What follows belongs to an exercise in optimizing a design on an open flow for small area and a short achievable clock period; a production flow would make more cautious choices. Function was checked by simulation only, so behaviour that the tests miss may differ from the original.

==> inputs of run a <==
Design HP_Test_Top, start of the top module:
module HP_Test_Top (
    input              inPort_clk,
    input      [511:0] inPort_msg,
    output reg [255:0] outPort_hash
);
    reg  [511:0] msg_r;
    wire [255:0] hash;
    reg  [255:0] hash_r;
    always @(posedge inPort_clk) begin
        msg_r <= inPort_msg;
    end
    sha_pipe pipe (.hash(hash), .clk(inPort_clk), .msg(msg_r));
    always @(posedge inPort_clk) begin
        hash_r       <= hash;
        outPort_hash <= hash_r;
    end
endmodule
==> module sha_pipe, before the edit <==
module sha_pipe #(
    parameter RA = 1,        
    parameter PA = 1,        
    parameter SA = 1         
) (
    output wire [255:0] hash,
    input  wire         clk,
    input  wire [511:0] msg       
);
    localparam [255:0] IV = {
        32'h5be0cd19, 32'h1f83d9ab, 32'h9b05688c, 32'h510e527f,
        32'ha54ff53a, 32'h3c6ef372, 32'hbb67ae85, 32'h6a09e667
    };
    localparam [31:0] IV0 = IV[ 31:  0], IV1 = IV[ 63: 32], IV2 = IV[ 95: 64], IV3 = IV[127: 96];
    localparam [31:0] IV4 = IV[159:128], IV5 = IV[191:160], IV6 = IV[223:192], IV7 = IV[255:224];
    localparam [31:0] K0 = 32'h428a2f98, K1 = 32'h71374491, K2 = 32'hb5c0fbcf;
    localparam [31:0] S1_0 = {IV4[5:0], IV4[31:6]} ^ {IV4[10:0], IV4[31:11]} ^ {IV4[24:0], IV4[31:25]};
    localparam [31:0] S0_0 = {IV0[1:0], IV0[31:2]} ^ {IV0[12:0], IV0[31:13]} ^ {IV0[21:0], IV0[31:22]};
    localparam [31:0] CH_0 = (IV4 & IV5) | (~IV4 & IV6);
    localparam [31:0] MJ_0 = (IV0 & IV1) | (IV0 & IV2) | (IV1 & IV2);
    localparam [31:0] T1_0 = IV7 + S1_0 + CH_0 + K0;
    localparam [31:0] CA   = T1_0 + S0_0 + MJ_0;
    localparam [31:0] CE   = T1_0 + IV3;
    reg [256*32-1:0] rst;
    reg [512*32-1:0] rw;
    wire [31:0] m0 = msg[31:0], m1 = msg[63:32], m2 = msg[95:64];
    wire [31:0] a1_0, e1_0, hkw1_0, hkw2_0, a2_0, e2_0;
    sha_cpa #(.ARCH(RA)) p0a (.sum(a1_0),   .x(m0), .y(CA));
    sha_cpa #(.ARCH(RA)) p0e (.sum(e1_0),   .x(m0), .y(CE));
    sha_cpa #(.ARCH(PA)) p0h (.sum(hkw1_0), .x(m1), .y(IV6 + K1));
    sha_cpa #(.ARCH(PA)) p1h (.sum(hkw2_0), .x(m2), .y(IV5 + K2));
    sha_round #(.ARCH(RA)) r1 (.a_n(a2_0), .e_n(e2_0), .a(a1_0), .b(IV0), .c(IV1), .d(IV2),
                               .e(e1_0), .f(IV4), .g(IV5), .hkw(hkw1_0));
    wire [31:0] w16_0, w17_0, w18_0;
    sha_sched #(.ARCH(SA)) sw16 (.w16(w16_0), .w0(msg[ 31:  0]), .w1(msg[ 63: 32]), .w9(msg[319:288]), .w14(msg[479:448]));
    sha_sched #(.ARCH(SA)) sw17 (.w16(w17_0), .w0(msg[ 63: 32]), .w1(msg[ 95: 64]), .w9(msg[351:320]), .w14(msg[511:480]));
    sha_sched #(.ARCH(SA)) sw18 (.w16(w18_0), .w0(msg[ 95: 64]), .w1(msg[127: 96]), .w9(msg[383:352]), .w14(w16_0));
    always @(posedge clk) begin
        rst[256*1 +: 256] <= {hkw2_0, IV4, e1_0, e2_0, IV1, IV0, a1_0, a2_0};
        rw [512*1 +: 512] <= {w18_0, w17_0, w16_0, msg[511:96]};
    end
    genvar j;
    generate
        for (j = 1; j < 32; j = j + 1) begin : stg
            wire [255:0] st_n, hs;
            wire [511:0] ww_n;
            sha_stage #(.J(j), .RA(RA), .PA(PA), .SA(SA)) s (
                .st_n(st_n), .ww_n(ww_n), .hash(hs),
                .st(rst[256*j +: 256]), .ww(rw[512*j +: 512]));
            if (j < 31) begin : reg_next
                always @(posedge clk) begin
                    rst[256*(j+1) +: 256] <= st_n;
                    rw [512*(j+1) +: 512] <= ww_n;
                end
            end else begin : out
                assign hash = hs;
            end
        end
    endgenerate
endmodule
==> module HP_Test_Top, before the edit <==
module HP_Test_Top (
    input              inPort_clk,
    input      [511:0] inPort_msg,
    output reg [255:0] outPort_hash
);
    reg  [511:0] msg_r;
    wire [255:0] hash;
    reg  [255:0] hash_r;
    always @(posedge inPort_clk) begin
        msg_r <= inPort_msg;
    end
    sha_pipe pipe (.hash(hash), .clk(inPort_clk), .msg(msg_r));
    always @(posedge inPort_clk) begin
        hash_r       <= hash;
        outPort_hash <= hash_r;
    end
endmodule
export LEC_CHECK = 0
export ABC_AREA = 1
export CAP_MARGIN = 20
export CORE_MARGIN = 2
export CORE_UTILIZATION = 40
export PLACE_DENSITY = 0.48
export SLEW_MARGIN = 20
create_clock -name core_clock -period 22.0 [get_ports {inPort_clk}]
standard.sh (not shown) runs the stock make flow with config.mk's settings and CLKGATE_MAP_FILE= SYNTH_SCRIPT=/design/flow/synth_recipe.tcl, a recipe that flattens the netlist after the stock synthesis.
==> flow/flow/run.sh <==
#!/bin/bash
set -euo pipefail
cd "$(dirname "$0")/.."
bash standard.sh \
    ADDER_MAP_FILE= \
    SETUP_SLACK_MARGIN=15.5 \
    MATCH_CELL_FOOTPRINT=0 \
    "BUFFER_PORTS_ARGS=-buffer_cell sky130_fd_sc_hd__buf_4" \
    "CTS_ARGS=-sink_clustering_enable -repair_clock_nets -dont_use_dummy_load -sink_clustering_size 25 -sink_clustering_max_diameter 80" \
    finish > flow_make.log 2>&1
==> inputs of run b, as changes to run a <==
--- a/flow/design.v
+++ b/flow/design.v
@@ -217,3 +217,3 @@
 module sha_pipe #(
-    parameter RA = 1,        
+    parameter RA = 0,        
     parameter PA = 1,        
@@ -284,3 +284,2 @@
     wire [255:0] hash;
-    reg  [255:0] hash_r;
     always @(posedge inPort_clk) begin
@@ -290,4 +289,3 @@
     always @(posedge inPort_clk) begin
-        hash_r       <= hash;
-        outPort_hash <= hash_r;
+        outPort_hash <= hash;
     end
==> flow/run.sh (new file) <==
#!/bin/bash
# synth_recipe.tcl (not shown) runs the flow's synth.tcl, then flattens the netlist and writes it again
# the make line also repeats each setting of config.mk as NAME=value (left out here)
make -C /OpenROAD-flow-scripts/flow DESIGN_CONFIG=/design/flow/config.mk WORK_HOME=/design/flow/orfs CLKGATE_MAP_FILE= SYNTH_SCRIPT=/design/flow/synth_recipe.tcl finish
Settings changed: CAP_MARGIN 20 to 40, CORE_UTILIZATION 40 to 35, CTS_CLUSTER_SIZE set to 20, PLACE_DENSITY 0.48 to 0.45, SLEW_MARGIN 20 to 40.
removed: flow/flow/run.sh
removed: flow/standard.sh
==> inputs of run c, as changes to run a <==
--- a/flow/design.v
+++ b/flow/design.v
@@ -284,3 +284,2 @@
     wire [255:0] hash;
-    reg  [255:0] hash_r;
     always @(posedge inPort_clk) begin
@@ -290,4 +289,3 @@
     always @(posedge inPort_clk) begin
-        hash_r       <= hash;
-        outPort_hash <= hash_r;
+        outPort_hash <= hash;
     end
--- a/flow/flow/run.sh
+++ b/flow/flow/run.sh
@@ -3,2 +3,3 @@
 cd "$(dirname "$0")/.."
+here=$(pwd)
 bash standard.sh \
@@ -9,2 +10,4 @@
     "CTS_ARGS=-sink_clustering_enable -repair_clock_nets -dont_use_dummy_load -sink_clustering_size 25 -sink_clustering_max_diameter 80" \
+    MAX_REPAIR_ANTENNAS_ITER_GRT= \
+    "POST_GLOBAL_ROUTE_TCL=$here/flow/antenna.tcl" \
     finish > flow_make.log 2>&1
==> flow/flow/antenna.tcl (new file) <==
# Run after global routing in place of the flow's own antenna repair: repair
# with a 20% margin on the antenna ratios, so that detailed routing leaves
# fewer violations to repair (each repair after detailed routing routes the
# design again).
repair_antennas -ratio_margin 20 -iterations 5 -allow_congestion
check_placement -verbose
==> inputs of run d, as changes to run a <==
--- a/flow/design.v
+++ b/flow/design.v
@@ -284,3 +284,2 @@
     wire [255:0] hash;
-    reg  [255:0] hash_r;
     always @(posedge inPort_clk) begin
@@ -290,4 +289,3 @@
     always @(posedge inPort_clk) begin
-        hash_r       <= hash;
-        outPort_hash <= hash_r;
+        outPort_hash <= hash;
     end
==> flow/run.sh (new file) <==
#!/bin/bash
# synth_recipe.tcl (not shown) runs the flow's synth.tcl, then flattens the netlist and writes it again
# the make line also repeats each setting of config.mk as NAME=value (left out here)
make -C /OpenROAD-flow-scripts/flow DESIGN_CONFIG=/design/flow/config.mk WORK_HOME=/design/flow/orfs CLKGATE_MAP_FILE= SYNTH_SCRIPT=/design/flow/synth_recipe.tcl finish
Settings changed: CAP_MARGIN 20 to 40, CORE_UTILIZATION 40 to 35, CTS_CLUSTER_SIZE set to 20, PLACE_DENSITY 0.48 to 0.45, SLEW_MARGIN 20 to 40.
removed: flow/flow/run.sh
removed: flow/standard.sh
==> summary of the runs <==
- Run c completed, yet does not pass: antenna violations, max-capacitance violations, max-slew violations. Run b completed and failed the layout checks on antenna violations. Run a aborted during global routing (5_1_grt) on GRT-0116. Run d completed without violations.
- The highest fmax belongs to run c, the lowest to run d.
- Critical path depth: run c < run b < run d.
- Cell count, lowest first: run d, run b, run c.

afterwards: timing with drivers on the ports:
How much do the figures lean on ideal ports? The routed layouts below were timed once more, with nothing changed but the port constraints. Step 1: set_driving_cell puts a clkbuf_16 on inPort_clk and a buf_2 on each other input, an assumption about the parent block. Step 2 times the ports against the registers' clock, not the clock port: input delays grow and output delays shrink by t, the midpoint of the rising clock arrivals with the driver on. a / b / c = ideal / step 1 / step 2; a / b = the first two.
run | t, ns | setup slack, ns | worst setup path at the end | worst slew at a driven data input, ns
run b | 2.109 | 10.808 / 10.808 / 10.808 | register to register | 0.44
run c | 2.122 | 14.409 / 14.409 / 14.409 | register to register | 0.22
run d | 1.996 | 10.369 / 10.369 / 10.369 | register to register | 0.67
